This design comes from an exercise in tuning for small area on the open sky130 flow, not from production work.
Only simulation tests tie the RTL to the original design; equivalence was not proved.
The flow treats the clock pin as an ideal source, which a real chip does not have.
Power and IR drop assume default switching activity.

==> flow/config.mk <==
export PLATFORM = sky130hd
export DESIGN_NAME = sd_slv_top
export DESIGN_NICKNAME = sd_slv_top
export VERILOG_FILES = /design/flow/design.v
export SDC_FILE = /design/flow/constraint.sdc
export NUM_CORES = 4
export LEC_CHECK = 0
export CAP_MARGIN = 20
export CORE_MARGIN = 2
export CORE_UTILIZATION = 70
export PLACE_DENSITY = 0.85
export SLEW_MARGIN = 20
==> flow/constraint.sdc <==
create_clock -name core_clock -period 10.0 [get_ports {CLK}]
set_input_delay 2.0000 -clock core_clock [delete_from_list [all_inputs] [get_ports {CLK}]]
set_output_delay 2.0000 -clock core_clock [all_outputs]
set_load 0.01 [all_outputs]
==> flow/design.v <==
module sd_slv_reg(
  rst, clk, 
  csdR
);
input          rst;
input          clk;
output [126:0] csdR;
reg    [126:0] csdR;
always @ (posedge clk or posedge rst) begin
  if(rst) begin
    csdR <= 127'h0;
  end
  else begin
    csdR <= {
      2'b00,
      6'b00_0000,
      8'h00,
      8'h00,
      8'h32,
      12'b010110110101,
      4'h0,
      1'b1,
      1'b0,
      1'b0,
      1'b0,
      2'b00,
      12'h000,
      3'b000,
      3'b000,
      3'b000,
      3'b000,
      3'b000,
      1'b0,
      7'b0000000,
      7'b0000000,
      1'b0,
      2'b00,
      3'b000,
      4'h0,
      1'b0,
      5'b00000,
      1'b0,
      1'b0,
      1'b0,
      1'b0,
      2'b00,
      2'b00,
      7'b0000000
    };
  end
end
endmodule
module sd_slv_cmr(
  rst, clk, cmd_in, ind_clr, size, ind, ok, rsp_end, acmd_06,
  crc_clrq, cmd_inq2, crc_calc_enq, crc_clac, rca_ok, 
  cmd_16, cmd_17, blk_len_by, bus_width, start_add_q
);
input         rst;
input         clk;    
input         cmd_in; 
input        ind_clr; 
input         size  ; 
output [ 5:0] ind;    
output        ok;     
output   rsp_end;     
input    acmd_06;
output        crc_clrq;
output        cmd_inq2;
output        crc_calc_enq;
input   [6:0] crc_clac;
output        rca_ok;    
input         cmd_16;
input         cmd_17;
output [ 9:0] blk_len_by;
output [ 1:0] bus_width;
output [ 9:0] start_add_q;
reg           ok;
reg       rsp_end;
reg        crc_calc_enq;
reg        crc_from_cmq;
reg  [6:0] crc_regq;
reg        cmd_q;       
reg        cmd_inq2;    
reg  [7:0] cnt_q;       
reg        rsp_q;       
wire       crc_clrq;
reg  [5:0] ind;
reg        rca_ok;
reg        rca_lb;
reg        rca_exp;
reg  [9:0] cmd_reg_in_q;
reg  [9:0] blk_len_by;
reg  [9:0] start_add_q;
reg  [1:0] bus_width;
wire       idle     =!(|cnt_q);
wire       start    =idle && !cmd_q;
wire [7:0] cmd_cnt  =rsp_q ? 8'd0 : cnt_q;
wire       cnt_end  =(cnt_q == 8'd47 && !size) || (cnt_q == 8'd135 && size);
wire       cmd_start=start &&  cmd_in;
wire ind_shift=!rsp_q && cnt_q[7:3] == 5'd0 && cnt_q[2:1] != 2'd0;
wire rca_shift=!rsp_q && cnt_q >= 8'd9 && cnt_q <= 8'd23;
wire reg_shift=!rsp_q && cnt_q >= 8'd9 && cnt_q <= 8'd39;
wire crc_calc_eni=
  (!crc_calc_enq && cmd_start) ||
  ( crc_calc_enq && cmd_cnt != 8'd41  && !size) ||
  ( crc_calc_enq && cmd_cnt != 8'd129 &&  size);
wire crc_from_cmi=
  (!crc_from_cmq && cmd_cnt == 8'd39  && !size) || 
  (!crc_from_cmq && cmd_cnt == 8'd127 &&  size) || 
  ( crc_from_cmq && cmd_cnt != 8'd46  && !size) ||
  ( crc_from_cmq && cmd_cnt != 8'd134 &&  size);
always @(*) begin
  case (cnt_q[4:0])
    5'd11, 5'd14, 5'd18, 5'd19, 5'd21: rca_exp=1'b1;
    default: rca_exp=1'b0;
  endcase
end
assign crc_clrq=(!size && cnt_q == 8'd47) || (size && cnt_q == 8'd134);
always @ (posedge clk or posedge rst) begin
  if(rst) begin
    cmd_q       <= 1'b1;
    cnt_q       <= 8'd0;
    rsp_q       <= 1'b0;
    crc_calc_enq<= 1'b0;
    crc_regq    <= 7'h0;
    crc_from_cmq<= 1'b0;
    ok          <= 1'b0;
    ind         <= 6'h0;
    rsp_end     <= 1'b0;
    rca_ok      <= 1'b0;
    rca_lb      <= 1'b0;
    blk_len_by  <=10'h0;
    start_add_q <=10'h0;
    bus_width   <= 2'b0;
  end else begin
    cmd_q       <= cmd_in;
    cnt_q       <= start ? 8'd2 : (cnt_end || idle) ? 8'd0 : cnt_q + 8'd1;
    if (start) rsp_q <= !cmd_in;
    crc_calc_enq<= crc_calc_eni;
    if (crc_from_cmq) crc_regq <= {crc_regq[5:0], cmd_in};
    crc_from_cmq<= crc_from_cmi;
    ok          <= crc_clrq && (crc_clac == crc_regq);
    if (ind_clr) ind <= 6'd0;
    else if (ind_shift) ind <= {ind[4:0], cmd_in};
    rsp_end     <= rsp_q && cnt_q == 8'd135;
    if (rca_shift) begin
      rca_ok <= (cnt_q == 8'd9 ? !rca_lb : rca_ok) && (cmd_in == rca_exp);
      if (cnt_q == 8'd23) rca_lb <= cmd_in;
    end
    if (cmd_16)  blk_len_by  <= cmd_reg_in_q;
    if (cmd_17)  start_add_q <= cmd_reg_in_q;
    if (acmd_06) bus_width   <= cmd_reg_in_q[1:0];
  end
end
always @ (posedge clk) begin
  cmd_inq2 <= cmd_q;
  if (reg_shift) cmd_reg_in_q <= {cmd_reg_in_q[8:0], cmd_in};
end
endmodule
module sd_slv_fsm(
  rst, clk, ind, ok, clr, rsp_end, rca_ok,
  cmd_c, e_acmd_41, size, c_state
);
  input         rst;
  input         clk;    
  input  [ 5:0] ind;    
  input         ok;     
  input        clr;     
  input    rsp_end;     
  input     rca_ok;     
  output [ 3:0] cmd_c;  
  output     e_acmd_41; 
  output          size; 
  output [ 2:0] c_state; 
  localparam C_02=4'd0, C_NO=4'd1, C_55=4'd2, C_41=4'd3, C_06=4'd4,
             C_07=4'd5, C_16=4'd6, C_17=4'd7, C_03=4'd8, C_09=4'd9,
             C_10=4'd10;
  parameter CS_IDLE =3'd0;
  parameter CS_RDEAY=3'd1;
  parameter CS_IDENT=3'd2;
  parameter CS_STBY =3'd3;
  parameter CS_TRAN =3'd4;
  reg  [3:0] cmd_c;
  reg  [3:0] cmd_ci;
  reg        cmd_00;
  reg  e_acmd_41;
  reg        size;
  reg  [2:0] c_state;
  reg  [2:0] n_state;
  always @(*) begin
    case (ind)
      6'd2   : cmd_ci=C_02;
      6'd3   : cmd_ci=C_03;
      6'd6   : cmd_ci=C_06;
      6'd7   : cmd_ci=C_07;
      6'd9   : cmd_ci=C_09;
      6'd10  : cmd_ci=C_10;
      6'd16  : cmd_ci=C_16;
      6'd17  : cmd_ci=C_17;
      6'd41  : cmd_ci=C_41;
      6'd55  : cmd_ci=C_55;
      default: cmd_ci=C_NO;
    endcase
  end
  always @(*) begin
    n_state=c_state;
    case (c_state)
      CS_IDLE : if(cmd_c == C_41) n_state=CS_RDEAY;
      CS_RDEAY: if(cmd_00) n_state=CS_IDLE; else if(cmd_c == C_02) n_state=CS_IDENT;
      CS_IDENT: if(cmd_00) n_state=CS_IDLE; else if(cmd_c == C_03) n_state=CS_STBY;
      CS_STBY : if(cmd_00) n_state=CS_IDLE; else if(cmd_c == C_07 && rca_ok) n_state=CS_TRAN;
      CS_TRAN : if(cmd_00) n_state=CS_IDLE;
      default : n_state=CS_IDLE;
    endcase
  end
  always @ (posedge clk or posedge rst) begin
    if(rst) begin
      c_state   <= CS_IDLE;
      cmd_c     <= C_NO;
      cmd_00    <= 1'b0;
      e_acmd_41 <= 1'b0;
      size      <= 1'b0;
    end else begin
      c_state   <= n_state;
      cmd_c     <= ok ? cmd_ci : C_NO;
      if (ok) cmd_00 <= ind == 6'd0;
      e_acmd_41 <= (ok && ind == 6'd41) || (e_acmd_41 && !clr);
      if (ok && (ind == 6'd55 || ind == 6'd41)) size <= 1'b0;
      else if (ok && (ind == 6'd2 || ind == 6'd10 || ind == 6'd9)) size <= 1'b1;
      else if (rsp_end) size <= 1'b0;
    end
  end
endmodule
module sd_slv_rsp (
  rst, clk, sel, cst, size, crc, start, 
  cmd_od, cmd_oe, cmd_od1, cmd_oe1, 
  crc_calc, crc_clrq, ind_clr
);
  input          rst;
  input          clk;    
  input  [  3:0] sel;    
  input  [  2:0] cst;    
  input         size;    
  input  [  6:0] crc;    
  input        start;    
  output      cmd_od;    
  output      cmd_oe;    
  output      cmd_od1;   
  output      cmd_oe1;   
  output      crc_calc;
  output      crc_clrq;
  output      ind_clr;
  localparam S_CID=4'd0, S_ONE=4'd1, S_55=4'd2, S_41=4'd3, S_06=4'd4,
             S_07=4'd5, S_16=4'd6, S_17=4'd7, S_03=4'd8, S_CSD=4'd9;
  reg  [  7:0] cnt_q;
  wire [  7:0] cnt_i;
  reg  [  3:0] sel_q;
  reg  [  2:0] cst_q;
  reg  [  7:0] idx_q;
  reg          cmd_oe;
  wire         cmd_oei;
  reg          crc_clrq;
  wire         crc_clri;
  reg          cmd_oe1;
  wire         cmd_oe1i;
  reg          cmd_od1;
  wire         cmd_od1i;
  reg          cmd_od0;
  reg          crc_calc;
  wire         crc_calci;
  reg          crc_mux;
  wire         crc_muxi;
  reg  [  6:0] crc_q;
  wire [  6:0] crc_i;
  reg          ind_clr;
  wire         ind_clri;
  assign cnt_i=
  (start &&  size) ? 8'd137 :
  (start && !size) ? 8'd49  :
  (|cnt_q)                     ? (cnt_q - 8'd1) :
  cnt_q;
  reg [135:0] v;
  always @(*) begin
    case (sel_q)
      S_55 : v={2'b00,6'd55,19'd0,1'b0,cst_q,9'b000000000,8'b0000000_1,88'h0};
      S_41 : v={2'b00,6'd63,19'd0,1'b0,cst_q,9'b000100000,8'b1111111_1,88'h0};
      S_06 : v={2'b00,6'd6 ,19'd0,1'b0,cst_q,9'b000100000,8'b0000000_1,88'h0};
      S_07 : v={2'b00,6'd7 ,19'd0,1'b0,cst_q,9'b000000000,8'b0000000_1,88'h0};
      S_16 : v={2'b00,6'd16,19'd0,1'b0,cst_q,9'b000000000,8'b0000000_1,88'h0};
      S_17 : v={2'b00,6'd17,19'd0,1'b0,cst_q,9'b000000000,8'b0000000_1,88'h0};
      S_03 : v={8'b00_000011,16'h1234,16'h0,8'h01,88'h0};
      S_CID: v={8'b00_111111,127'h201234567,1'b1};
      S_CSD: v={8'b00_111111,127'h192da840000000000000000000,1'b1};
      default: v={136{1'b1}};
    endcase
  end
  assign cmd_od=(idx_q < 8'd136) ? v[8'd135 - idx_q] : 1'b0;
  assign cmd_oei=(!cmd_oe && start) || (cmd_oe && cnt_q != 8'd2);
  assign crc_clri=(cnt_q == 8'd1);
  assign cmd_oe1i =
  (!size && !cmd_oe1 && cnt_q == 8'd48 ) || 
  ( size && !cmd_oe1 && cnt_q == 8'd136) || 
  (          cmd_oe1 && cnt_q != 8'd0 );
  assign ind_clri=cmd_oe1i & ~cmd_oe1;
  assign crc_calci=
  (!crc_calc && start && !size) || 
  (!crc_calc && cnt_q == 8'd130   &&  size) || 
  ( crc_calc && cnt_q != 8'd10);
  assign crc_muxi=(!crc_mux && cnt_q == 8'd9) || (crc_mux && cnt_q != 8'd2);
  assign cmd_od1i=!crc_mux ? cmd_od0 : crc_q[6];
  assign crc_i   =!crc_mux ? crc : {crc_q[6:0], 1'b0};
  always @ (posedge clk or posedge rst) begin
    if(rst) begin
      cnt_q   <= 8'h0;
      cmd_oe  <= 1'b0;
      crc_clrq<= 1'b0;
      cmd_oe1 <= 1'b0;
      ind_clr <= 1'b0;
      crc_calc<= 1'b0;
      crc_mux <= 1'b0;
    end else begin
      cnt_q   <= cnt_i;
      cmd_oe  <= cmd_oei;
      crc_clrq<= crc_clri;
      cmd_oe1 <= cmd_oe1i;
      ind_clr <= ind_clri;
      crc_calc<= crc_calci;
      crc_mux <= crc_muxi;
    end
  end  
  always @ (posedge clk) begin
    if (!(|cnt_q)) begin
      sel_q <= sel;
      cst_q <= cst;
      idx_q <= 8'd0;
    end else if (!(idx_q[7] && idx_q[3])) begin
      idx_q <= idx_q + 8'd1;
    end
    cmd_od1 <= cmd_od1i;
    cmd_od0 <= cmd_od;
    crc_q   <= crc_i;
  end
endmodule
module sd_slv_cr7(rst, clk, clr, din, cen, all_one, crc);
  input        rst;
  input        clk;
  input        clr;
  input        din;
  input        cen;
  input        all_one;  
  output [6:0] crc;
  reg  q6, q5, q4, q3, q2, q1, q0;
  wire d6, d5, d4, d3, d2, d1, d0;
  assign d0=din^q6;
  assign d1=q0;
  assign d2=q1;
  assign d3=q2^d0;
  assign d4=q3;
  assign d5=q4;
  assign d6=q5;
  assign crc={q6, q5, q4, q3, q2, q1, q0};
always @ (posedge clk or posedge rst) begin
  if(rst) begin
    q0<=1'b0;
    q1<=1'b0;
    q2<=1'b0;
    q3<=1'b0;
    q4<=1'b0;
    q5<=1'b0;
    q6<=1'b0;
  end else begin
    if(clr) begin
        q0<=1'b0;
        q1<=1'b0;
        q2<=1'b0;
        q3<=1'b0;
        q4<=1'b0;
        q5<=1'b0;
        q6<=1'b0;
    end else begin
      if(all_one) begin
        q0<=1'b1;
        q1<=1'b1;
        q2<=1'b1;
        q3<=1'b1;
        q4<=1'b1;
        q5<=1'b1;
        q6<=1'b1;
      end else begin
        if(cen) begin
          q0<=d0;
          q1<=d1;
          q2<=d2;
          q3<=d3;
          q4<=d4;
          q5<=d5;
          q6<=d6;
        end
      end
    end
  end
end
endmodule
module sd_slv_c16(rst, clk, clr, din, cen, sft, q);
  input         rst;
  input         clk;
  input         clr;
  input         din;
  input         cen;
  input         sft;  
  output        q  ;
  reg  [15:0] C;
  wire [15:0] d;
  wire i;
  assign q=C[15];
  assign i=cen & (din ^ C[15]);
  assign d={C[14:12], C[11]^i, C[10:5], C[4]^i, C[3:0], i};
always @ (posedge clk) begin
  if(clr) begin
    C <= 16'h0;
  end else begin
    C <= d;
  end
end
endmodule
module sd_slv_rom(a, e, s, q, ck);
  input  [ 9:0] a;  
  input         e;  
  input         s;  
  output [ 3:0] q;
  input         ck;
  wire   [ 3:0] O;
  wire   [ 3:0] d;
  reg    [ 3:0] q;
  always @ (posedge ck) q <= d;
  wire   z = a == 10'd0;
  assign O = a[8] ? a[7:4] : {a[3] | z, a[2], a[1] | z, a[0]};
  assign d=
  (e && ~s) ? O :
  (e &&  s) ? {q[0], q[3:1]} : 
  4'b1111;  
endmodule
module sd_slv_adg (
  rst, clk, bus_width, read, ldad, adln,
  addr, shift, en_rom, sft, readq, mem_enq, crc_enq
);
  input  rst;
  input  clk;
  input  [1:0] bus_width;  
  input        read     ;  
  input  [9:0] ldad     ;  
  input  [9:0] adln     ;  
  output [9:0] addr     ;  
  output       shift    ;  
  output       en_rom   ;  
  output       sft      ;  
  output       readq    ;  
  output       mem_enq  ;  
  output       crc_enq  ;  
  reg          readq    ;  
  reg          en_romq  ;  
  reg          en_rom   ;  
  wire         en_romi  ;  
  reg          sft      ;  
  wire         sfti     ;  
  reg    [9:0] addr     ;  
  wire   [9:0] addri    ;  
  reg    [9:0] addrend  ;  
  wire   [9:0] addrendi ;  
  reg    [1:0] bitCnt   ;  
  wire   [1:0] bitCnti  ;  
  reg   [10:0] bit1Cnt  ;  
  wire  [10:0] bit1Cnti ;  
  reg          shift    ;  
  wire         shifti   ;  
  reg    [3:0] crcCnt;
  wire   [3:0] crcCnti;
  reg          mem_enq;
  wire         mem_eni;
  reg          crc_enq;
  wire         crc_eni;
  wire         crc_endi;
  reg          crc_endq;
  assign crc_eni=
  (!crc_enq && en_rom && !en_romq) || 
  ( crc_enq && bit1Cnt !=  addrend         && bus_width == 2'b10) ||
  ( crc_enq && bit1Cnt != {addrend, 2'b00} && bus_width == 2'b00);
  assign mem_eni=en_rom;
  assign addrendi=read ? (ldad + {adln[8:0], 1'b0}) : addrend;
  assign addri=
  read                                      ? ldad   :
  (en_rom && bus_width == 2'b10)            ? addr+1 :  
  (en_rom && bus_width == 2'b00 && &bitCnt) ? addr+1 :  
  addr;
  assign bitCnti=
  (bus_width == 2'b10          ) ?          2'b00 :
  (bus_width == 2'b00 && read  ) ? bitCnt + 2'b01 : 
  (bus_width == 2'b00 && en_rom) ? bitCnt + 2'b01 : 
  bitCnt;
  assign bit1Cnti=
  readq                                               ?           11'd1 :
  (bit1Cnt == {addrend, 2'b00} && bus_width == 2'b00) ?           11'd0 :
  (bit1Cnt ==  addrend         && bus_width == 2'b10) ?           11'd0 :
  (bit1Cnt   != 11'h0                               ) ? bit1Cnt + 11'd1 :
  bit1Cnt;
  assign shifti=
  (bitCnt != 2'b11 && bus_width == 2'b00) ? 1'b1 : 1'b0;
  assign en_romi=
  (!en_rom && read) || 
  ( en_rom && bit1Cnt != addrend          && bus_width == 2'b10) ||
  ( en_rom && bit1Cnt != {addrend, 2'b00} && bus_width == 2'b00);
  assign crc_endi=crcCnt != 4'd15;
  assign sfti=(
    (!sft && !crc_eni && crc_enq) ||  
    ( sft && crc_endq           )
  );
  assign crcCnti=
  (crcCnt != 4'd0) ? (crcCnt + 4'd1) :  
  sft              ?           4'd1  : crcCnt;
  always @ (posedge clk or posedge rst) begin
    if(rst) begin
      bitCnt  <=  2'h0;
      bit1Cnt <= 11'd0;
      en_rom  <=  1'b0;
      en_romq <=  1'b0;
      sft     <=  1'b0;
      crcCnt  <=  4'd0;
      crc_endq<=  1'b0;
      readq   <=  1'b0;  
      mem_enq <=  1'b0;
      crc_enq <=  1'b0;
    end
    else begin
      bitCnt  <= bitCnti;
      bit1Cnt <= bit1Cnti;
      en_romq <= en_rom;
      en_rom  <= en_romi;
      sft     <= sfti;
      crcCnt  <= crcCnti;
      crc_endq<= crc_endi;
      readq   <= read;  
      mem_enq <= mem_eni;
      crc_enq <= crc_eni;
    end
  end
  always @ (posedge clk) begin
    addr    <= addri;
    addrend <= addrendi;
    shift   <= shifti;
  end
endmodule
module sd_slv_Rmx (
  rst, clk,
  read, cen, cen_rom,
  din, crc,
  e,
  crcC, dout
);
  input  rst;
  input  clk;
  input        read; 
  input        cen ; 
  input     cen_rom; 
  input  [3:0] din;  
  input  [3:0] crc;  
  output       e  ;
  output       crcC; 
  output [3:0] dout;
  reg    [3:0] dout;
  wire   [3:0] douti;
  reg    [3:0] dinq;
  reg          cen_romq;
  reg          readq   ;
  reg          cenq    ;
  reg          e       ;
  reg    [3:0] crcq    ;  
  wire stop_en = cenq & ~cen;
  wire ei = cen_romq | cen | cenq;
  assign douti=
  readq   ? 4'h0 : 
  cen_romq? dinq : 
  stop_en ? 4'hf :
  cenq    ? crcq : 1'b1;
  assign crcC =read;
  always @ (posedge clk or posedge rst) begin
    if(rst) begin
      e       <= 1'b0;
      readq   <= 1'b0;
      cen_romq<= 1'b0;
      cenq    <= 1'b0;
    end else begin
      e       <= ei;
      readq   <= read;
      cen_romq<= cen_rom;
      cenq    <= cen;
    end
  end
  always @ (posedge clk) begin
    dinq    <= din;
    dout    <= douti;
    crcq    <= crc;
  end
endmodule
module sd_slv_mem (
  rst, clk,
  bus_width, read, ldad, adln,
  e, q
);
  input  rst;
  input  clk;
  input  [1:0] bus_width;  
  input        read     ;  
  input  [9:0] ldad     ;  
  input  [9:0] adln     ;  
  output       e        ;  
  output [3:0] q        ;  
  wire   [9:0] addr     ;  
  wire         shift    ;  
  wire         sft      ;  
  wire   [3:0] qi       ;  
  wire         cen_rom  ;  
  wire         crcC     ;  
  wire [3:0]   crc_16   ;  
  wire mem_enq;
  wire readq;    
  wire crc_enq;  
  sd_slv_adg u_adg (  
    .rst(rst),
    .clk(clk),
    .bus_width(bus_width),  
    .read     (read     ),  
    .ldad     (ldad     ),  
    .adln     (adln     ),  
    .addr     (addr     ),  
    .shift    (shift    ),  
    .en_rom   (cen_rom  ),  
    .sft      (sft      ),  
    .readq    (readq    ),  
    .mem_enq  (mem_enq  ),  
    .crc_enq  (crc_enq  )   
  ); 
  sd_slv_rom u_rom (
    .a(addr   ),  
    .e(cen_rom),  
    .s(shift  ),  
    .q(qi     ),  
    .ck(clk   ) 
  ); 
  sd_slv_c16 u_c16A (
    .rst(rst    ),
    .clk(clk    ),
    .clr(crcC   ),
    .din(qi[0]  ),
    .cen(crc_enq), 
    .sft(sft    ), 
    .q  (crc_16[0]) 
  ); 
  sd_slv_c16 u_c16B (
    .rst(rst    ),
    .clk(clk    ),
    .clr(crcC   ),
    .din(qi[1]  ),
    .cen(crc_enq), 
    .sft(sft    ), 
    .q  (crc_16[1]) 
  ); 
  sd_slv_c16 u_c16C (
    .rst(rst    ),
    .clk(clk    ),
    .clr(crcC   ),
    .din(qi[2]  ),
    .cen(crc_enq), 
    .sft(sft    ), 
    .q  (crc_16[2]) 
  ); 
  sd_slv_c16 u_c16D (
    .rst(rst    ),
    .clk(clk    ),
    .clr(crcC   ),
    .din(qi[3]  ),
    .cen(crc_enq), 
    .sft(sft    ), 
    .q  (crc_16[3]) 
  ); 
  sd_slv_Rmx u_Rmx ( 
    .rst    (rst    ),
    .clk    (clk    ),
    .read   (readq  ),  
    .cen    (sft    ),  
    .cen_rom(cen_rom),  
    .din    (qi     ),  
    .crc    (crc_16 ),  
    .e      (e      ),
    .crcC(crcC  ),  
    .dout(q     )
  ); 
endmodule
module sd_slv_top(CLK, rst, CMD_i, CMD_o, CMD_oe, DATA_o, DATA_oe);
  input        CLK;
  input        rst;
  input        CMD_i;   
  output       CMD_o;   
  output       CMD_oe;  
  output [3:0] DATA_o;  
  output [3:0] DATA_oe; 
  wire         CMD;     
  wire  [ 5:0] ind;
  wire         ok;
  wire  [ 3:0] cmd_c;
  wire      e_acmd_41;
  wire         size;
  wire         rsp_end;
  wire         crc_clrq;
  wire         cmd_inq2;
  wire         crc_calc_enq;
  wire   [6:0] crc_clac;
  wire         rsp_oe;
  wire         rsp_od;
  wire         rsp_oe1;
  wire         rsp_od1;
  wire         crc_calc;
  wire         rsp_clrq;
  wire         rca_ok;
  wire [  9:0] blk_len_by;
  wire [  1:0] bus_width;
  wire [  2:0] c_state;
  wire [  9:0] start_add_q;
  wire       clr_mx;
  wire       din_mx;
  wire       cen_mx;
  wire       ind_clr;
  wire [3:0] rsp_sel =
    (cmd_c == 4'd10) ? (rca_ok ? 4'd0 : 4'd1) :
    (cmd_c == 4'd9 ) ? (rca_ok ? 4'd9 : 4'd1) :
    cmd_c;
  wire start_rsp = cmd_c != 4'd1;
  assign CMD    = rsp_oe1 ? rsp_od1 : CMD_i;
  assign CMD_o  = rsp_od1;
  assign CMD_oe = rsp_oe1;
  sd_slv_cmr u_cmr (
    .rst(rst),
    .clk(CLK),
    .cmd_in(CMD),
    .ind_clr(ind_clr),
    .size(size ),
    .ind(ind),
    .ok (ok ),
    .rsp_end(rsp_end),
    .acmd_06(cmd_c == 4'd4),
    .crc_clrq(crc_clrq),
    .cmd_inq2(cmd_inq2),
    .crc_calc_enq(crc_calc_enq),
    .crc_clac(crc_clac),
    .rca_ok(rca_ok),
    .cmd_16     (cmd_c == 4'd6),
    .cmd_17     (cmd_c == 4'd7),
    .blk_len_by (blk_len_by ),
    .bus_width  (bus_width  ),
    .start_add_q(start_add_q)
  );
  sd_slv_fsm u_fsm (
    .rst(rst),
    .clk(CLK),
    .ind(ind),
    .ok (ok ),
    .clr(clr_mx),
    .rsp_end(rsp_end),
    .rca_ok(rca_ok),
    .cmd_c(cmd_c),
    .e_acmd_41(e_acmd_41),
    .size(size),
    .c_state(c_state)
  );
  sd_slv_rsp u_rsp (
    .rst(rst),
    .clk(CLK),
    .sel (rsp_sel ),
    .cst (c_state ),
    .size(size),
    .crc  (crc_clac ),
    .start(start_rsp),
    .cmd_od (rsp_od ),
    .cmd_oe (rsp_oe ),
    .cmd_od1(rsp_od1),
    .cmd_oe1(rsp_oe1),
    .crc_calc(crc_calc),
    .crc_clrq(rsp_clrq),
    .ind_clr (ind_clr)
  );
  assign clr_mx=rsp_oe ? rsp_clrq : crc_clrq;
  assign din_mx=rsp_oe ? rsp_od   : cmd_inq2;
  assign cen_mx=rsp_oe ? crc_calc : crc_calc_enq;
  sd_slv_cr7 u_crc7 (
    .rst(rst),  
    .clk(CLK),  
    .clr(clr_mx),
    .din(din_mx),
    .cen(cen_mx),
    .all_one(e_acmd_41),
    .crc(crc_clac)
  );
  wire [3:0] mem_data;
  wire       mem_Doen;
  sd_slv_mem u_mem (
    .rst(rst),
    .clk(CLK),
    .bus_width(bus_width  ),
    .read     (cmd_c == 4'd7),
    .ldad(start_add_q),
    .adln(blk_len_by ),
    .e(mem_Doen),
    .q(mem_data) 
  );
  assign DATA_o    = mem_data;
  assign DATA_oe[3] = bus_width == 2'b10 && mem_Doen;
  assign DATA_oe[2] = bus_width == 2'b10 && mem_Doen;
  assign DATA_oe[1] = bus_width == 2'b10 && mem_Doen;
  assign DATA_oe[0] =                       mem_Doen;
endmodule
==> flow/flow/run.sh <==
#!/bin/bash
# Own flow: the standard layout (standard.sh) with three changes.
# 1. After the standard synthesis, the combinational logic is optimised and
#    mapped again by Yosys/ABC for area (reopt.tcl). The flip-flops are left
#    exactly as the standard synthesis made them: same instances, names and
#    cells. The new netlist is used only if Yosys proves it equivalent to the
#    standard one (reopt_equiv.tcl); otherwise the standard netlist is kept.
# 2. The clock tree is built without dummy load cells, with a clkbuf_8 root
#    and clkbuf_16 sink buffers over clusters of up to 30 registers within
#    100 um (CTS_ARGS replaces ORFS's clock_tree_synthesis arguments).
# 3. The port buffers are the smallest buffer (BUFFER_PORTS_ARGS).
# Each tool's output goes to a log of its own in the work folder.
set -euo pipefail
export CTS_ARGS="-sink_clustering_enable -repair_clock_nets -sink_clustering_size 30 -sink_clustering_max_diameter 100 -dont_use_dummy_load -root_buf sky130_fd_sc_hd__clkbuf_8 -sink_clustering_buffer sky130_fd_sc_hd__clkbuf_16"
export BUFFER_PORTS_ARGS="-buffer_cell sky130_fd_sc_hd__buf_1"

bash standard.sh synth > synth.log 2>&1

R=orfs/results/sky130hd/sd_slv_top/base
cp "$R/1_2_yosys.v" 1_2_yosys_standard.v
YOSYS=yosys
if [[ -x "$FLOW_HOME/../tools/install/yosys/bin/yosys" ]]; then
  YOSYS="$FLOW_HOME/../tools/install/yosys/bin/yosys"
fi
export REOPT_LIB="$FLOW_HOME/platforms/sky130hd/lib/sky130_fd_sc_hd__tt_025C_1v80.lib"
export REOPT_SCRIPT="$PWD/flow/reopt.abc"
export REOPT_IN=1_2_yosys_standard.v
export REOPT_OUT=1_2_yosys_reopt.v
if "$YOSYS" -c flow/reopt.tcl > reopt.log 2>&1 &&
   "$YOSYS" -c flow/reopt_equiv.tcl > reopt_equiv.log 2>&1; then
  echo "using the re-optimised netlist" > reopt_result.txt
  cp 1_2_yosys_reopt.v "$R/1_2_yosys.v"
  rm -f "$R/1_synth.odb" "$R/1_synth.sdc"
else
  echo "keeping the standard netlist" > reopt_result.txt
fi

bash standard.sh > standard.log 2>&1
==> flow/flow/reopt.abc <==
strash
&get -n
&deepsyn -T 180
&put
&get -n
&dch -f
&nf -R 1000
&put
==> flow/flow/reopt.tcl <==
# Map the combinational logic of the standard synthesis again, for area.
# The flip-flop cells are read as black boxes, so they and their names stay
# as they are; every other cell is read as its Liberty function and mapped
# again by ABC, without the platform's don't-use cells.
yosys -import
set lib $::env(REOPT_LIB)
set dont_use {
  sky130_fd_sc_hd__probe_p_8 sky130_fd_sc_hd__probec_p_8
  sky130_fd_sc_hd__lpflow_bleeder_1
  sky130_fd_sc_hd__lpflow_clkbufkapwr_1 sky130_fd_sc_hd__lpflow_clkbufkapwr_16
  sky130_fd_sc_hd__lpflow_clkbufkapwr_2 sky130_fd_sc_hd__lpflow_clkbufkapwr_4
  sky130_fd_sc_hd__lpflow_clkbufkapwr_8
  sky130_fd_sc_hd__lpflow_clkinvkapwr_1 sky130_fd_sc_hd__lpflow_clkinvkapwr_16
  sky130_fd_sc_hd__lpflow_clkinvkapwr_2 sky130_fd_sc_hd__lpflow_clkinvkapwr_4
  sky130_fd_sc_hd__lpflow_clkinvkapwr_8
  sky130_fd_sc_hd__lpflow_decapkapwr_12 sky130_fd_sc_hd__lpflow_decapkapwr_3
  sky130_fd_sc_hd__lpflow_decapkapwr_4 sky130_fd_sc_hd__lpflow_decapkapwr_6
  sky130_fd_sc_hd__lpflow_decapkapwr_8
  sky130_fd_sc_hd__lpflow_inputiso0n_1 sky130_fd_sc_hd__lpflow_inputiso0p_1
  sky130_fd_sc_hd__lpflow_inputiso1n_1 sky130_fd_sc_hd__lpflow_inputiso1p_1
  sky130_fd_sc_hd__lpflow_inputisolatch_1
  sky130_fd_sc_hd__lpflow_isobufsrc_1 sky130_fd_sc_hd__lpflow_isobufsrc_16
  sky130_fd_sc_hd__lpflow_isobufsrc_2 sky130_fd_sc_hd__lpflow_isobufsrc_4
  sky130_fd_sc_hd__lpflow_isobufsrc_8 sky130_fd_sc_hd__lpflow_isobufsrckapwr_16
  sky130_fd_sc_hd__lpflow_lsbuf_lh_hl_isowell_tap_1
  sky130_fd_sc_hd__lpflow_lsbuf_lh_hl_isowell_tap_2
  sky130_fd_sc_hd__lpflow_lsbuf_lh_hl_isowell_tap_4
  sky130_fd_sc_hd__lpflow_lsbuf_lh_isowell_4
  sky130_fd_sc_hd__lpflow_lsbuf_lh_isowell_tap_1
  sky130_fd_sc_hd__lpflow_lsbuf_lh_isowell_tap_2
  sky130_fd_sc_hd__lpflow_lsbuf_lh_isowell_tap_4
}
set du_args {}
foreach c $dont_use { lappend du_args -dont_use $c }

read_liberty -ignore_miss_func $lib
blackbox sky130_fd_sc_hd__df* sky130_fd_sc_hd__edf* sky130_fd_sc_hd__sdf* sky130_fd_sc_hd__dl* sky130_fd_sc_hd__conb_1
read_verilog $::env(REOPT_IN)
hierarchy -top sd_slv_top
tee -o reopt_stat_before.txt stat -liberty $lib
flatten
opt_clean
# the cells ABC places need their interfaces
read_liberty -lib -overwrite -ignore_miss_func $lib
abc -liberty $lib {*}$du_args -script $::env(REOPT_SCRIPT)
opt_clean -purge
setundef -zero
splitnets
opt_clean -purge
hilomap -singleton -hicell sky130_fd_sc_hd__conb_1 HI -locell sky130_fd_sc_hd__conb_1 LO
insbuf -buf sky130_fd_sc_hd__buf_4 A X
hierarchy -top sd_slv_top
check -assert -mapped
tee -o reopt_stat_after.txt stat -liberty $lib
write_verilog -noattr -nohex -nodec $::env(REOPT_OUT)
==> flow/flow/reopt_equiv.tcl <==
# Prove the re-optimised netlist equivalent to the standard one: both read
# with the cells' Liberty functions, registers paired by their (unchanged)
# instance names, the auto-named internal nets hidden so only real names pair.
yosys -import
read_liberty -ignore_miss_func $::env(REOPT_LIB)
read_verilog $::env(REOPT_IN)
yosys rename sd_slv_top gold
read_verilog $::env(REOPT_OUT)
yosys rename sd_slv_top gate
flatten gold gate
opt_clean gold gate
yosys rename -hide gold/w:_* gate/w:_*
async2sync
equiv_make gold gate equiv
hierarchy -top equiv
equiv_simple -seq 2 equiv
equiv_induct equiv
equiv_status -assert equiv
==> flow/standard.sh <==
#!/bin/bash
# synth_recipe.tcl (not shown) runs the flow's synth.tcl, then flattens the netlist and writes it again
# the make line also repeats each setting of config.mk as NAME=value (left out here)
make -C /OpenROAD-flow-scripts/flow DESIGN_CONFIG=/design/flow/config.mk WORK_HOME=/design/flow/orfs CLKGATE_MAP_FILE= SYNTH_SCRIPT=/design/flow/synth_recipe.tcl "${@:-finish}"
==> metrics.log, run 1 <==
INFO  metric fillCellCount = 865
INFO  metric outcome = no timing/DRC/antenna violations
INFO  metric post_route_cells_drive_above_1_share = 0.0231
INFO  metric finish.net_count = 916
INFO  metric fin_setup_tns = 0 ns
INFO  metric core_area = 0.0133 mm²
INFO  metric cts_tree = done
INFO  metric synth.avg_cell_area = 10.7 µm²
INFO  metric post-route-drc-count = 0
INFO  metric power_leakage = 4.21 nW
INFO  metric start_util = 0.717
INFO  metric crit_family = flip-flops
INFO  metric initial_drc_count = 662
INFO  metric worst-path-max-fanout = 4
INFO  metric pin_count = 13
INFO  metric max-slew-margin-rel = 0.375
INFO  metric port_buffers = 12
INFO  metric postSynthNetCount = 891
INFO  metric hold_path.class = reg -> reg
INFO  metric drv_cap = 0
INFO  metric seq_area = 0.00577 mm²
INFO  metric clock_latency_on_the_worst_skew_pair = 0.52 ns
INFO  metric critical-path-max-stage-delay = 0.40 ns
INFO  metric timing.final.max_slew_violations = 0
INFO  metric place.gp.congestion = 0.912
INFO  metric maximum_resistive_drop_on_vdd = 193 µV
INFO  metric synth.cell_area = 0.00954 mm²
INFO  metric min_period_over_period = 0.357
INFO  metric ctsResizeCount = 0
INFO  metric grt_start_max_net_pins = 78
INFO  metric cts_hold_repair.buffers = 0
INFO  metric cp.arrival = 1.57 ns
INFO  metric cp.buffers_inverters = 2
INFO  metric remaining_antenna_violation_count = 0
INFO  metric finClkSkew = 0.0782 ns
INFO  metric clkSinkCount = 243
INFO  metric first_global_vias = 6535
INFO  metric critical-path-slowest-cell = dfrtp_1
INFO  metric die-height = 121 µm
INFO  metric area_growth_syn_to_layout = 5.72%
INFO  metric multiInputGateArea = 0.00365 mm²
INFO  metric initial_drt_pass_iterations = 6
INFO  metric width_of_the_die = 121 µm
INFO  metric max_freq = 0.280 GHz
INFO  metric overflow = 0
INFO  metric vias_per_cell = 6.11
INFO  metric wire_length_of_the_first_global_routing_pass = 30800 µm
INFO  metric syn_inst = 888
INFO  metric post-cts-setup-buffers = 0
INFO  metric setup_viol = 0
INFO  metric worstSetupStartpointType = flip-flop
INFO  metric num_rows = 42
INFO  metric wl = 17900 µm
INFO  metric power_per_cell_area = 209 mW/mm²
INFO  metric final_util = 0.758
INFO  metric cts-buffers-inserted = 12
INFO  metric detail_routed_net_length_per_standard_cell = 16.5 µm
INFO  metric die_area = 0.0146 mm²
INFO  metric unrepaired_setup_endpoints_after_global_routing = false
INFO  metric endpoint_required_time_on_the_critical_path = 8.00 ns
INFO  metric timing.final.crit_period = 3.57 ns
INFO  metric crit_chain = clkinv_1 -> nor3b_1 -> buf_1
INFO  metric routed-via-count = 6638
INFO  metric antenna_violations_before_repair = 0
INFO  metric timing.final.hold_violations = 0
INFO  metric antenna_cells = 0
INFO  metric grt_usage = 0.259
INFO  metric setup.worst_path.end_class = output pin
INFO  metric tightest_slew = 0.937 ns
INFO  metric ys.warnings.count = 8
INFO  metric dp_hpwl = 12200 µm
INFO  metric total_power = 0.00211 W
INFO  metric critPathKind = reg -> out
INFO  metric path_clk_slew = 0.11 ns
## worst paths after layout
path | from | slack, ns | to | depth (start not counted)
worst max-delay path | u_cmr.bus_width[1] | 6.43 | DATA_oe[3] | 3
worst min-delay path | u_mem.u_c16B.C[15] | 0.37 | u_mem.u_Rmx.crcq[1] | 0
worst max register to register | u_fsm.cmd_c[2] | 6.80 | u_mem.u_adg.bitCnt[1] | 9
worst min register to register | u_mem.u_c16B.C[15] | 0.37 | u_mem.u_Rmx.crcq[1] | 0
max in group asynchronous | rst | 7.18 | u_cmr.cnt_q[5] | 3
min in group asynchronous | rst | 1.47 | u_fsm.c_state[2] | 2
## area by class of cell
type | instances | area share
multi-input combinational | 613 | 0.362
sequential | 243 | 0.573
timing repair buffer | 15 | 0.00670
tap | 176 | 0.0218
clock buffer | 12 | 0.0264
inverter | 28 | 0.0107
## per-stage QoR
stage / area (µm²) / setup slack (ns) / hold slack, ns / std cells
floorplan: 9540 / 6.17 / 0.350 / 888
global placement: 9800 / 6.68 / 0.360 / 1075
detailed placement: 9800 / 6.62 / 0.361 / 1075
CTS: 10100 / 6.40 / 0.375 / 1087
global route: 10100 / 6.28 / 0.383 / 1087
finish: 10100 / 6.43 / 0.374 / 1087
## cells in the final DEF, fill, tap and decap left out, types with 6 or more instances in the layout
master     instances
a22o_1            11
and3_1            13
o21ai_0           36
a21oi_1           45
nor2_1           128
or2_0              6
buf_1             12
xor2_1            21
dfxtp_1           99
xnor2_1           31
o22ai_1           16
nand2_1           61
nand2b_1          16
nor3_1            26
nor4_1            13
nor2b_1           62
edfxtp_1          37
nor3b_1            8
mux2_1            17
clkinv_1          27
dfrtp_1          105
nand3_1           13
clkbuf_16          9
## flip-flops by register name (all words and copies together), names as in the netlist, 7 cells and up
name	count
u_cmr.cmd_reg_in_q	10
u_mem.u_adg.addr	10
u_rsp.crc_q	7
u_cmr.cnt_q	8
u_cmr.blk_len_by	9
u_mem.u_adg.addrend	10
u_mem.u_c16C.C	16
u_mem.u_adg.bit1Cnt	11
u_rsp.cnt_q	8
u_mem.u_c16D.C	16
u_rsp.idx_q	8
u_mem.u_c16B.C	16
u_cmr.crc_regq	7
u_mem.u_c16A.C	16
u_cmr.start_add_q	10
## layer usage
| layer | up-vias | part of all wire | routed length (µm) | track usage |
|---|---|---|---|---|
| li1 | 3155 | - | - | - |
| met1 | 3174 | 0.43 | 7680 | 0.337 |
| met2 | 245 | 0.50 | 8890 | 0.454 |
| met3 | 64 | 0.042 | 753 | 0.0283 |
| met4 | 0 | 0.032 | 577 | 0.0872 |
| met5 | - | 0 | 0 | 0 |
## power breakdown
part           internal (W)  switching (W)  leakage (nW)  total [W]
registers           0.00111       0.000156          2.55    0.00127
logic              0.000161       0.000206          1.53   0.000367
clock network      0.000190       0.000278         0.132   0.000468
total               0.00147       0.000640          4.21    0.00211
==> run 2, diff against run 1 <==
==> flow/flow/reopt.abc (replaced) <==
strash
&get -n
&deepsyn -T 180
&put
&get -n
&dch -f
&nf -R 1000 -p -C 32
&put
==> metrics.log, run 2 <==
INFO  metric outcome = no timing/DRC/antenna violations (unchanged)
INFO  metric power_leakage = 4.09 nW (was 4.21 nW)
INFO  metric max_freq = 0.281 GHz (was 0.280 GHz)
INFO  metric setup_viol = 0 (unchanged)
INFO  metric clkSinkCount = 243 (unchanged)
INFO  metric worst-path-max-fanout = 4 (unchanged)
INFO  metric endpoint_required_time_on_the_critical_path = 8.00 ns (about the same)
INFO  metric area_growth_syn_to_layout = 5.68% (was 5.72%)
INFO  metric cts-buffers-inserted = 12 (unchanged)
INFO  metric wl = 18000 µm (was 17900 µm)
INFO  metric grt_usage = 0.255 (was 0.259)
INFO  metric final_common_cell = nor2_1 (unchanged)
INFO  metric maximum_resistive_drop_on_vdd = 181 µV (was 193 µV)
INFO  metric synth.cell_area = 0.00951 mm² (was 0.00954 mm²)
INFO  metric postSynthNetCount = 885 (was 891)
INFO  metric start_util = 0.718 (was 0.717)
INFO  metric total_power = 0.00198 W (was 0.00211 W)
INFO  metric multiInputGateArea = 0.00362 mm² (was 0.00365 mm²)
INFO  metric dpl_cell_area = 0.00978 mm² (was 0.00980 mm²)
INFO  metric worstSetupStartpointType = flip-flop (unchanged)
INFO  metric tightest_slew = 0.991 ns (was 0.937 ns)
INFO  metric critical-path-slowest-cell = dfrtp_1 (unchanged)
INFO  metric placed_cells = 1069 (was 1075)
INFO  metric initial_drt_pass_iterations = 5 (was 6)
INFO  metric critPathKind = reg -> out (unchanged)
INFO  metric remaining_antenna_violation_count = 0 (unchanged)
INFO  metric post-route-drc-count = 0 (unchanged)
INFO  metric syn_inst = 882 (was 888)
INFO  metric final_cells = 1081 (was 1087)
INFO  metric unrepaired_setup_endpoints_after_global_routing = false (unchanged)
INFO  metric port_buffers = 12 (unchanged)
INFO  metric ys.warnings.count = 8 (unchanged)
INFO  metric place.gp.congestion = 0.915 (was 0.912)
INFO  metric vias_per_cell = 6.14 (was 6.11)
INFO  metric post-cts-setup-buffers = 0 (unchanged)
INFO  metric timing.final.max_slew_violations = 0 (unchanged)
INFO  metric antenna_violations_before_repair = 0 (unchanged)
INFO  metric fillCellCount = 921 (was 865)
INFO  metric final_cell_mix = nor2_1 (125), dfrtp_1 (105), dfxtp_1 (99), nor2b_1 (67), nand2_1 (59) (was nor2_1 (128), dfrtp_1 (105), dfxtp_1 (99), nor2b_1 (62), nand2_1 (61))
INFO  metric layout.cell_area.non_filler = 0.0101 mm² (about the same)
INFO  metric die_area = 0.0145 mm² (was 0.0146 mm²)
INFO  metric cp.arrival = 1.56 ns (was 1.57 ns)
INFO  metric hold_path.class = reg -> reg (unchanged)
INFO  metric routed-via-count = 6641 (was 6638)
INFO  metric die-height = 121 µm (about the same)
INFO  metric wire_length_of_the_first_global_routing_pass = 30400 µm (was 30800 µm)
INFO  metric drv_cap = 0 (unchanged)
INFO  metric grt_start_max_net_pins = 61 (was 78)
INFO  metric overflow = 0 (unchanged)
INFO  metric fin_setup_tns = 0 ns (unchanged)
INFO  metric dp_hpwl = 12400 µm (was 12200 µm)
INFO  metric cts_hold_repair.buffers = 0 (unchanged)
INFO  metric finish.net_count = 910 (was 916)
INFO  metric width_of_the_die = 121 µm (about the same)
INFO  metric num_rows = 42 (unchanged)
INFO  metric first_global_vias = 6416 (was 6535)
INFO  metric crit_chain = clkinv_1 -> nor3b_1 -> buf_1 (unchanged)
INFO  metric setup.worst_path.end_class = output pin (unchanged)
INFO  metric timing.final.hold_violations = 0 (unchanged)
INFO  metric synth.avg_cell_area = 10.8 µm² (was 10.7 µm²)
INFO  metric antenna_cells = 0 (unchanged)
INFO  metric initial_drc_count = 581 (was 662)
INFO  metric max-slew-margin-rel = 0.334 (was 0.375)
INFO  metric path_clk_slew = 0.10 ns (was 0.11 ns)
INFO  metric ctsResizeCount = 0 (unchanged)
INFO  metric pin_count = 13 (unchanged)
INFO  metric min_period_over_period = 0.356 (was 0.357)
INFO  metric seq_area = 0.00577 mm² (unchanged)
INFO  metric timing.final.crit_period = 3.56 ns (was 3.57 ns)
INFO  metric post_route_cells_drive_above_1_share = 0.0221 (was 0.0231)
INFO  metric cts_tree = done (unchanged)
INFO  metric power_per_cell_area = 197 mW/mm² (was 209 mW/mm²)
INFO  metric core_area = 0.0132 mm² (was 0.0133 mm²)
INFO  metric finClkSkew = 0.0725 ns (was 0.0782 ns)
INFO  metric critical-path-max-stage-delay = 0.38 ns (was 0.40 ns)
INFO  metric clock_latency_on_the_worst_skew_pair = 0.51 ns (was 0.52 ns)
INFO  metric detail_routed_net_length_per_standard_cell = 16.6 µm (was 16.5 µm)
run 2: final timing paths:
path / from / slack, ns / cells after the start / endpoint
min in group asynchronous: rst / 1.59 / 2 / u_cmr.blk_len_by[1]
hold / removal: u_mem.u_c16C.C[15] / 0.38 / 0 / u_mem.u_Rmx.crcq[2]
max in group asynchronous: rst / 7.21 / 3 / u_cmr.cnt_q[1]
setup reg to reg: u_fsm.cmd_c[2] / 6.68 / 9 / u_mem.u_adg.bitCnt[1]
setup / recovery: u_cmr.bus_width[1] / 6.44 / 3 / DATA_oe[1]
hold reg to reg: u_mem.u_c16C.C[15] / 0.38 / 0 / u_mem.u_Rmx.crcq[2]
run 2: stage by stage:
step | worst slack [ns] | utilization | hold slack (ns)
after floorplan | 6.17 | - | 0.350
after global placement | 6.74 | 0.738 | 0.359
after detailed placement | 6.66 | 0.738 | 0.359
after CTS | 6.43 | 0.759 | 0.374
after global routing | 6.31 | 0.759 | 0.390
final | 6.44 | 0.759 | 0.375
run 2: critical path, delay by kind of cell, from the launching register on:
family	cells	cell delay (ns)
and+or+nand+nor	1	0.35
DFF	1	0.38
buffers and inverters	2	0.33
run 2: routing by layer:
metal  part of all wire  vias to the layer above  global-route usage
met5                  0                        -                   0
met4              0.024                        0              0.0814
met3              0.043                       35              0.0255
met2               0.50                      214               0.438
met1               0.43                     3234               0.346
li1                   -                     3158                   -
run 2: area by class of cell:
class / count / area share
Tap cell: 176 / 0.0219
Inverter: 27 / 0.0103
Sequential cell: 243 / 0.574
Timing Repair Buffer: 15 / 0.00672
Clock buffer: 12 / 0.0265
Multi-Input combinational cell: 608 / 0.360
run 2: power by group:
part / internal, W / switching [W]
Clock: 0.000190 / 0.000279
Combinational: 0.000125 / 0.000167
Sequential: 0.00110 / 0.000121
==> run 3, diff against run 2 <==
--- a/flow/flow/run.sh
+++ b/flow/flow/run.sh
@@ -11,7 +11,7 @@
 # 3. The port buffers are the smallest buffer (BUFFER_PORTS_ARGS).
 # Each tool's output goes to a log of its own in the work folder.
 set -euo pipefail
-export CTS_ARGS="-sink_clustering_enable -repair_clock_nets -sink_clustering_size 30 -sink_clustering_max_diameter 100 -dont_use_dummy_load -root_buf sky130_fd_sc_hd__clkbuf_8 -sink_clustering_buffer sky130_fd_sc_hd__clkbuf_16"
+export CTS_ARGS="-sink_clustering_enable -repair_clock_nets -sink_clustering_size 30 -sink_clustering_max_diameter 100 -dont_use_dummy_load -root_buf sky130_fd_sc_hd__clkbuf_8 -tree_buf sky130_fd_sc_hd__clkbuf_8 -sink_clustering_buffer sky130_fd_sc_hd__clkbuf_16"
 export BUFFER_PORTS_ARGS="-buffer_cell sky130_fd_sc_hd__buf_1"
 
 bash standard.sh synth > synth.log 2>&1
==> flow/flow/reopt.abc (replaced) <==
strash
&get -n
&deepsyn -T 180
&put
&get -n
&dch -f
&nf -R 1000
&put
==> metrics.log, run 3 <==
INFO  metric max-slew-margin-rel = 0.375 (was 0.334)
INFO  metric port_buffers = 12 (unchanged)
INFO  metric power_per_cell_area = 209 mW/mm² (was 197 mW/mm²)
INFO  metric dp_hpwl = 12200 µm (was 12400 µm)
INFO  metric antenna_cells = 0 (unchanged)
INFO  metric die_area = 0.0146 mm² (was 0.0145 mm²)
INFO  metric wire_length_of_the_first_global_routing_pass = 30800 µm (was 30400 µm)
INFO  metric initial_drc_count = 662 (was 581)
INFO  metric hold_path.class = reg -> reg (unchanged)
INFO  metric postSynthNetCount = 891 (was 885)
INFO  metric vias_per_cell = 6.11 (was 6.14)
INFO  metric fillCellCount = 865 (was 921)
INFO  metric whs_endpoint = u_mem.u_Rmx.crcq[1] (was u_mem.u_Rmx.crcq[2])
INFO  metric finish.net_count = 916 (was 910)
INFO  metric setup.worst_path.end_class = output pin (unchanged)
INFO  metric tightest_slew = 0.937 ns (was 0.991 ns)
INFO  metric timing.final.max_slew_violations = 0 (unchanged)
INFO  metric path_clk_slew = 0.11 ns (was 0.10 ns)
INFO  metric first_global_vias = 6535 (was 6416)
INFO  metric worstHoldPathCells = 0 (unchanged)
INFO  metric area_growth_syn_to_layout = 5.72% (was 5.68%)
INFO  metric die-height = 121 µm (about the same)
INFO  metric r2r_end = u_mem.u_adg.bitCnt[1] (unchanged)
INFO  metric cp.arrival = 1.57 ns (was 1.56 ns)
INFO  metric start_util = 0.717 (was 0.718)
INFO  metric outcome = no timing/DRC/antenna violations (unchanged)
INFO  metric maximum_resistive_drop_on_vdd = 193 µV (was 181 µV)
INFO  metric syn_inst = 888 (was 882)
INFO  metric post-route-drc-count = 0 (unchanged)
INFO  metric unrepaired_setup_endpoints_after_global_routing = false (unchanged)
INFO  metric final_cell_mix = nor2_1 (128), dfrtp_1 (105), dfxtp_1 (99), nor2b_1 (62), nand2_1 (61) (was nor2_1 (125), dfrtp_1 (105), dfxtp_1 (99), nor2b_1 (67), nand2_1 (59))
INFO  metric ctsResizeCount = 0 (unchanged)
INFO  metric worst_hold_slack = 0.374 ns (was 0.375 ns)
INFO  metric routed-via-count = 6638 (was 6641)
INFO  metric clkSinkCount = 243 (unchanged)
INFO  metric critPathKind = reg -> out (unchanged)
INFO  metric num_rows = 42 (unchanged)
INFO  metric place.gp.congestion = 0.912 (was 0.915)
INFO  metric timing.final.crit_period = 3.57 ns (was 3.56 ns)
INFO  metric drv_cap = 0 (unchanged)
INFO  metric worstSetupStartpointType = flip-flop (unchanged)
INFO  metric synth.avg_cell_area = 10.7 µm² (was 10.8 µm²)
INFO  metric finClkSkew = 0.0782 ns (was 0.0725 ns)
INFO  metric timing.final.hold_violations = 0 (unchanged)
INFO  metric cts-buffers-inserted = 12 (unchanged)
INFO  metric final_util = 0.758 (was 0.759)
INFO  metric grt_usage = 0.259 (was 0.255)
INFO  metric min_period_over_period = 0.357 (was 0.356)
INFO  metric power_leakage = 4.21 nW (was 4.09 nW)
INFO  metric cts_tree = done (unchanged)
INFO  metric endpoint_required_time_on_the_critical_path = 8.00 ns (about the same)
INFO  metric core_area = 0.0133 mm² (was 0.0132 mm²)
INFO  metric antenna_violations_before_repair = 0 (unchanged)
INFO  metric detail_routed_net_length_per_standard_cell = 16.5 µm (was 16.6 µm)
INFO  metric setup_viol = 0 (unchanged)
INFO  metric final_common_cell = nor2_1 (unchanged)
INFO  metric clock_latency_on_the_worst_skew_pair = 0.52 ns (was 0.51 ns)
INFO  metric post-cts-setup-buffers = 0 (unchanged)
INFO  metric initial_drt_pass_iterations = 6 (was 5)
INFO  metric reg2reg_from = u_fsm.cmd_c[2] (unchanged)
INFO  metric width_of_the_die = 121 µm (about the same)
INFO  metric hold_start = u_mem.u_c16B.C[15] (was u_mem.u_c16C.C[15])
INFO  metric ys.warnings.count = 8 (unchanged)
INFO  metric max_freq = 0.280 GHz (was 0.281 GHz)
INFO  metric worst-path-max-fanout = 4 (unchanged)
INFO  metric post_route_cells_drive_above_1_share = 0.0231 (was 0.0221)
INFO  metric worstRegToRegCells = 9 (unchanged)
INFO  metric grt_start_max_net_pins = 78 (was 61)
INFO  metric remaining_antenna_violation_count = 0 (unchanged)
INFO  metric timing.reg2reg.setup_slack = 6.80 ns (was 6.68 ns)
INFO  metric wl = 17900 µm (was 18000 µm)
INFO  metric fin_setup_tns = 0 ns (unchanged)
INFO  metric synth.cell_area = 0.00954 mm² (was 0.00951 mm²)
INFO  metric cts_hold_repair.buffers = 0 (unchanged)
INFO  metric overflow = 0 (unchanged)
INFO  metric pin_count = 13 (unchanged)
-- run 3: report_power, final --
part	internal, W	switching [W]
logic	0.000161	0.000206
clock network	0.000190	0.000278
registers	0.00111	0.000156
total	0.00147	0.000640
-- run 3: worst max path at each step --
| stage | start | slack, ns | endpoint | depth (start not counted) |
|---|---|---|---|---|
| 5_1_grt | u_cmr.bus_width[1] | 6.28 | DATA_oe[2] | 3 |
| 3_3_place_gp | rst | 6.68 | u_cmr.blk_len_by[7] | 3 |
| 2_1_floorplan | rst | 6.17 | u_cmr.blk_len_by[0] | 1 |
| 3_5_place_dp | rst | 6.62 | u_cmr.crc_from_cmq | 3 |
| 4_1_cts | u_cmr.bus_width[1] | 6.40 | DATA_oe[3] | 3 |
| 6_report | u_cmr.bus_width[1] | 6.43 | DATA_oe[3] | 3 |
-- run 3: area by class of cell --
class                           instances  area [µm²]  area share
Clock buffer                           12         267      0.0264
Inverter                               28         108      0.0107
Multi-Input combinational cell        613        3650       0.362
Sequential cell                       243        5770       0.573
Tap cell                              176         220      0.0218
Timing Repair Buffer                   15        67.6     0.00670
-- run 3: stage by stage --
stage	total power, W	cells	worst slack [ns]	area, µm²
after CTS	0.00211	1087	6.40	10100
final	0.00211	1087	6.43	10100
after floorplan	0.00153	888	6.17	9540
after detailed placement	0.00165	1075	6.62	9800
after global placement	0.00162	1075	6.68	9800
after global routing	0.00222	1087	6.28	10100
-- run 3: critical path: stages, from the launching register on --
cell      delay, ns
dfrtp_1        0.40
clkinv_1       0.13
nor3b_1        0.33
buf_1          0.19
-- run 3: routing by layer --
layer	share of wire	GRT usage	vias to the layer above
li1	-	-	3155
met1	0.43	0.337	3174
met2	0.50	0.454	245
met3	0.042	0.0283	64
met4	0.032	0.0872	0
met5	0	0	-
==> run 4, diff against run 3 <==
==> flow/flow/run.sh (replaced) <==
#!/bin/bash
# Own flow: the standard layout (standard.sh) with three changes.
# 1. After the standard synthesis, the combinational logic is optimised and
#    mapped again by Yosys/ABC for area (reopt.tcl). The flip-flops are left
#    exactly as the standard synthesis made them: same instances, names and
#    cells. The new netlist is used only if Yosys proves it equivalent to the
#    standard one (reopt_equiv.tcl); otherwise the standard netlist is kept.
#    It runs with three ABC seeds and keeps the smallest proven netlist.
# 2. The clock tree is built without dummy load cells, with a clkbuf_8 root
#    and clkbuf_16 sink buffers over clusters of up to 30 registers within
#    100 um (CTS_ARGS replaces ORFS's clock_tree_synthesis arguments).
# 3. The port buffers are the smallest buffer (BUFFER_PORTS_ARGS).
# Each tool's output goes to a log of its own in the work folder.
set -euo pipefail
export CTS_ARGS="-sink_clustering_enable -repair_clock_nets -sink_clustering_size 30 -sink_clustering_max_diameter 100 -dont_use_dummy_load -root_buf sky130_fd_sc_hd__clkbuf_8 -sink_clustering_buffer sky130_fd_sc_hd__clkbuf_16"
export BUFFER_PORTS_ARGS="-buffer_cell sky130_fd_sc_hd__buf_1"

bash standard.sh synth > synth.log 2>&1

R=orfs/results/sky130hd/sd_slv_top/base
cp "$R/1_2_yosys.v" 1_2_yosys_standard.v
YOSYS=yosys
if [[ -x "$FLOW_HOME/../tools/install/yosys/bin/yosys" ]]; then
  YOSYS="$FLOW_HOME/../tools/install/yosys/bin/yosys"
fi
export REOPT_LIB="$FLOW_HOME/platforms/sky130hd/lib/sky130_fd_sc_hd__tt_025C_1v80.lib"
export REOPT_IN=1_2_yosys_standard.v
# Three runs of the re-optimisation with different ABC seeds, in parallel;
# the smallest netlist that Yosys proves equivalent is used.
for s in 0 1 2; do
  mkdir -p reopt_$s
  sed "s/@SEED@/$s/" flow/reopt.abc > reopt_$s/reopt.abc
  ( cd reopt_$s &&
    REOPT_SCRIPT="$PWD/reopt.abc" REOPT_IN=../1_2_yosys_standard.v \
    REOPT_OUT=1_2_yosys_reopt.v "$YOSYS" -c ../flow/reopt.tcl > reopt.log 2>&1 &&
    REOPT_IN=../1_2_yosys_standard.v REOPT_OUT=1_2_yosys_reopt.v \
    "$YOSYS" -c ../flow/reopt_equiv.tcl > reopt_equiv.log 2>&1 &&
    grep 'Chip area' reopt_stat_after.txt | tail -1 | awk '{print $NF}' > area.txt ) &
done
wait
best=""
best_area=""
for s in 0 1 2; do
  if [[ -s reopt_$s/area.txt ]]; then
    a=$(cat reopt_$s/area.txt)
    if [[ -z "$best" ]] || awk -v a="$a" -v b="$best_area" 'BEGIN{exit !(a < b)}'; then
      best=$s
      best_area=$a
    fi
  fi
done
if [[ -n "$best" ]]; then
  echo "using the re-optimised netlist of seed $best (area $best_area)" > reopt_result.txt
  cp reopt_$best/1_2_yosys_reopt.v "$R/1_2_yosys.v"
  rm -f "$R/1_synth.odb" "$R/1_synth.sdc"
else
  echo "keeping the standard netlist" > reopt_result.txt
fi

bash standard.sh > standard.log 2>&1
==> flow/flow/reopt.abc (replaced) <==
strash
&get -n
&deepsyn -T 180 -S @SEED@
&put
&get -n
&dch -f
&nf -R 1000 -p -C 32
&put
==> metrics.log, run 4 <==
INFO  metric post_route_cells_drive_above_1_share = 0.0211 (was 0.0231)
INFO  metric maximum_resistive_drop_on_vdd = 190 µV (was 193 µV)
INFO  metric antenna_cells = 0 (unchanged)
INFO  metric placed_cells = 1066 (was 1075)
INFO  metric power_frac_comb = 0.119 (was 0.174)
INFO  metric wire_length_of_the_first_global_routing_pass = 29500 µm (was 30800 µm)
INFO  metric final_util = 0.757 (was 0.758)
INFO  metric clock_latency_on_the_worst_skew_pair = 0.53 ns (was 0.52 ns)
INFO  metric setup.worst_path.end_class = flip-flop (was output pin)
INFO  metric wl = 17600 µm (was 17900 µm)
INFO  metric ctsResizeCount = 0 (unchanged)
INFO  metric outcome = no timing/DRC/antenna violations (unchanged)
INFO  metric globalRouteMet3Util = 0.0302 (was 0.0283)
INFO  metric postSynthNetCount = 883 (was 891)
INFO  metric timing.final.crit_period = 3.70 ns (was 3.57 ns)
INFO  metric final_cells = 1078 (was 1087)
INFO  metric fin_setup_tns = 0 ns (unchanged)
INFO  metric start_util = 0.716 (was 0.717)
INFO  metric r2r_end = u_mem.u_adg.bitCnt[1] (unchanged)
INFO  metric worst_setup_path_endpoint = u_mem.u_adg.bitCnt[1] (was DATA_oe[3])
INFO  metric num_rows = 42 (unchanged)
INFO  metric final_common_cell = nor2_1 (unchanged)
INFO  metric hold_path.class = reg -> reg (unchanged)
INFO  metric detail_routed_net_length_per_standard_cell = 16.3 µm (was 16.5 µm)
INFO  metric post-cts-setup-buffers = 0 (unchanged)
INFO  metric reg2reg_from = u_fsm.cmd_c[3] (was u_fsm.cmd_c[2])
INFO  metric finish.net_count = 907 (was 916)
INFO  metric globalRoute.busiestLayer = met2 (unchanged)
INFO  metric first_global_vias = 6406 (was 6535)
INFO  metric ys.warnings.count = 8 (unchanged)
INFO  metric antenna_violations_before_repair = 0 (unchanged)
INFO  metric grt.met1_usage = 0.315 (was 0.337)
INFO  metric layout.cell_area.non_filler = 0.0100 mm² (was 0.0101 mm²)
INFO  metric power_leakage = 4.06 nW (was 4.21 nW)
INFO  metric unrepaired_setup_endpoints_after_global_routing = false (unchanged)
INFO  metric cp.arrival = 4.07 ns (was 1.57 ns)
INFO  metric routed-via-count = 6571 (was 6638)
INFO  metric overflow = 0 (unchanged)
INFO  metric timing.final.hold_violations = 0 (unchanged)
INFO  metric initial_drc_count = 584 (was 662)
INFO  metric net_switching_component_of_the_power = 0.000504 W (was 0.000640 W)
INFO  metric port_buffers = 12 (unchanged)
INFO  metric worstSetupStartpointType = flip-flop (unchanged)
INFO  metric timing.reg2reg.setup_slack = 6.30 ns (was 6.80 ns)
INFO  metric dp_hpwl = 12100 µm (was 12200 µm)
INFO  metric post-route-drc-count = 0 (unchanged)
INFO  metric cts_hold_repair.buffers = 0 (unchanged)
INFO  metric cts-buffers-inserted = 12 (unchanged)
INFO  metric max_freq = 0.270 GHz (was 0.280 GHz)
INFO  metric dpl_cell_area = 0.00975 mm² (was 0.00980 mm²)
INFO  metric synth.cell_area = 0.00948 mm² (was 0.00954 mm²)
INFO  metric finClkSkew = 0.0711 ns (was 0.0782 ns)
INFO  metric power_per_cell_area = 186 mW/mm² (was 209 mW/mm²)
INFO  metric width_of_the_die = 120 µm (was 121 µm)
INFO  metric total_power = 0.00186 W (was 0.00211 W)
INFO  metric pin_count = 13 (unchanged)
INFO  metric die-height = 120 µm (was 121 µm)
INFO  metric final_cell_mix = nor2_1 (111), dfrtp_1 (105), dfxtp_1 (99), nand2_1 (64), nor2b_1 (64) (was nor2_1 (128), dfrtp_1 (105), dfxtp_1 (99), nor2b_1 (62), nand2_1 (61))
INFO  metric drv_cap = 0 (unchanged)
INFO  metric core_area = 0.0132 mm² (was 0.0133 mm²)
INFO  metric cts_tree = done (unchanged)
INFO  metric power_frac_clock = 0.251 (was 0.222)
INFO  metric area_growth_syn_to_layout = 5.74% (was 5.72%)
INFO  metric max-slew-margin-rel = 0.342 (was 0.375)
INFO  metric place.gp.congestion = 0.883 (was 0.912)
INFO  metric internal_power = 0.00136 W (was 0.00147 W)
INFO  metric clkSinkCount = 243 (unchanged)
INFO  metric initial_drt_pass_iterations = 5 (was 6)
INFO  metric tightest_slew = 0.981 ns (was 0.937 ns)
INFO  metric global_route.usage.met2 = 0.443 (was 0.454)
INFO  metric synth.avg_cell_area = 10.8 µm² (was 10.7 µm²)
INFO  metric worst_setup_path_startpoint = u_fsm.cmd_c[3] (was u_cmr.bus_width[1])
INFO  metric timing.final.max_slew_violations = 0 (unchanged)
INFO  metric grt_usage = 0.247 (was 0.259)
INFO  metric die_area = 0.0145 mm² (was 0.0146 mm²)
INFO  metric path_clk_slew = 0.11 ns (about the same)
INFO  metric vias_per_cell = 6.10 (was 6.11)
INFO  metric remaining_antenna_violation_count = 0 (unchanged)
INFO  metric critPathKind = reg -> reg (was reg -> out)
INFO  metric syn_inst = 880 (was 888)
INFO  metric swShare = 0.271 (was 0.304)
INFO  metric worstRegToRegCells = 9 (unchanged)
INFO  metric setup_viol = 0 (unchanged)
INFO  metric grt_start_max_net_pins = 75 (was 78)
INFO  metric min_period_over_period = 0.370 (was 0.357)
INFO  metric worst-path-max-fanout = 36 (was 4)
INFO  metric endpoint_required_time_on_the_critical_path = 10.37 ns (was 8.00 ns)
INFO  metric fraction_of_power_consumed_by_sequential_logic = 0.629 (was 0.603)
-- run 4: final cells by class --
| cell class | instances | area (µm²) |
|---|---|---|
| tap | 176 | 220 |
| inverter | 31 | 119 |
| timing repair buffer | 14 | 60.1 |
| fill | 914 | 3220 |
| multi-input combinational | 602 | 3580 |
| clock buffer | 12 | 267 |
| sequential | 243 | 5770 |
-- run 4: through the flow --
| stage | hold WS [ns] | setup slack, ns |
|---|---|---|
| after global routing | 0.383 | 5.98 |
| after global placement | 0.354 | 6.59 |
| after CTS | 0.373 | 6.34 |
| after detailed placement | 0.356 | 6.40 |
| after floorplan | 0.346 | 6.17 |
| final | 0.371 | 6.30 |
-- run 4: layer usage --
metal | wire length (µm) | share of wire
met1 | 7440 | 0.42
met2 | 9080 | 0.52
met3 | 674 | 0.038
met4 | 429 | 0.024
met5 | 0 | 0
-- run 4: worst min path at each step --
stage,to,start,depth (start not counted),slack [ns]
floorplan,u_mem.u_Rmx.crcq[1],u_mem.u_c16B.C[15],0,0.35
global placement,u_mem.u_Rmx.crcq[2],u_mem.u_c16C.C[15],0,0.35
detailed placement,u_mem.u_Rmx.crcq[2],u_mem.u_c16C.C[15],0,0.36
CTS,u_mem.u_Rmx.crcq[2],u_mem.u_c16C.C[15],0,0.37
global route,u_mem.u_Rmx.crcq[2],u_mem.u_c16C.C[15],0,0.38
finish,u_mem.u_Rmx.crcq[2],u_mem.u_c16C.C[15],0,0.37
-- run 4: worst max-delay path, cell delays in order (launching register included) --
cell      delay, ns
dfrtp_1        0.43
nand2b_1       0.21
or2_0          0.77
clkinv_1       1.08
nor2_1         0.41
nor2_1         0.09
xor2_1         0.13
o21ai_0        0.16
a21oi_1        0.19
a21oi_1        0.06
-- run 4: power groups by stage --
stage,sequential [W],combinational [W],clock (W)
2_1_floorplan,0.00116,0.000174,0
3_3_place_gp,0.00118,0.000203,0
3_5_place_dp,0.00119,0.000219,0
4_1_cts,0.00117,0.000219,0.000475
5_1_grt,0.00119,0.000248,0.000504
6_report,0.00117,0.000222,0.000468

[port drivers added, routing unchanged]
In the flow no input, the clock included, has a driving cell. The finished layouts below were timed again as built, in two steps. Step 1, drivers: a clkbuf_16 drives CLK and a buf_2 each remaining input, both assumed. Step 2 also shifts input and output timing later by t, the mid clock arrival at the registers, as if the neighbouring blocks saw the same clock. Slacks: ideal / step 1 / step 2; pairs: ideal / step 1.
run	t, ns	setup slack, ns	worst setup path after step 2	worst data-port slew with drivers (ns)	cell pins on the clock port's net
run 1	0.517	6.425 / 6.387 / 6.675	input, reset recovery	0.03	1
run 2	0.514	6.441 / 6.405 / 6.683	register to register	0.03	1
run 3	0.517	6.425 / 6.387 / 6.675	input, reset recovery	0.03	1
run 4	0.526	6.301 / 6.301 / 6.301	register to register	0.03	1
After both steps setup and hold are still met in every run listed. Setup slack includes reset recovery checks.
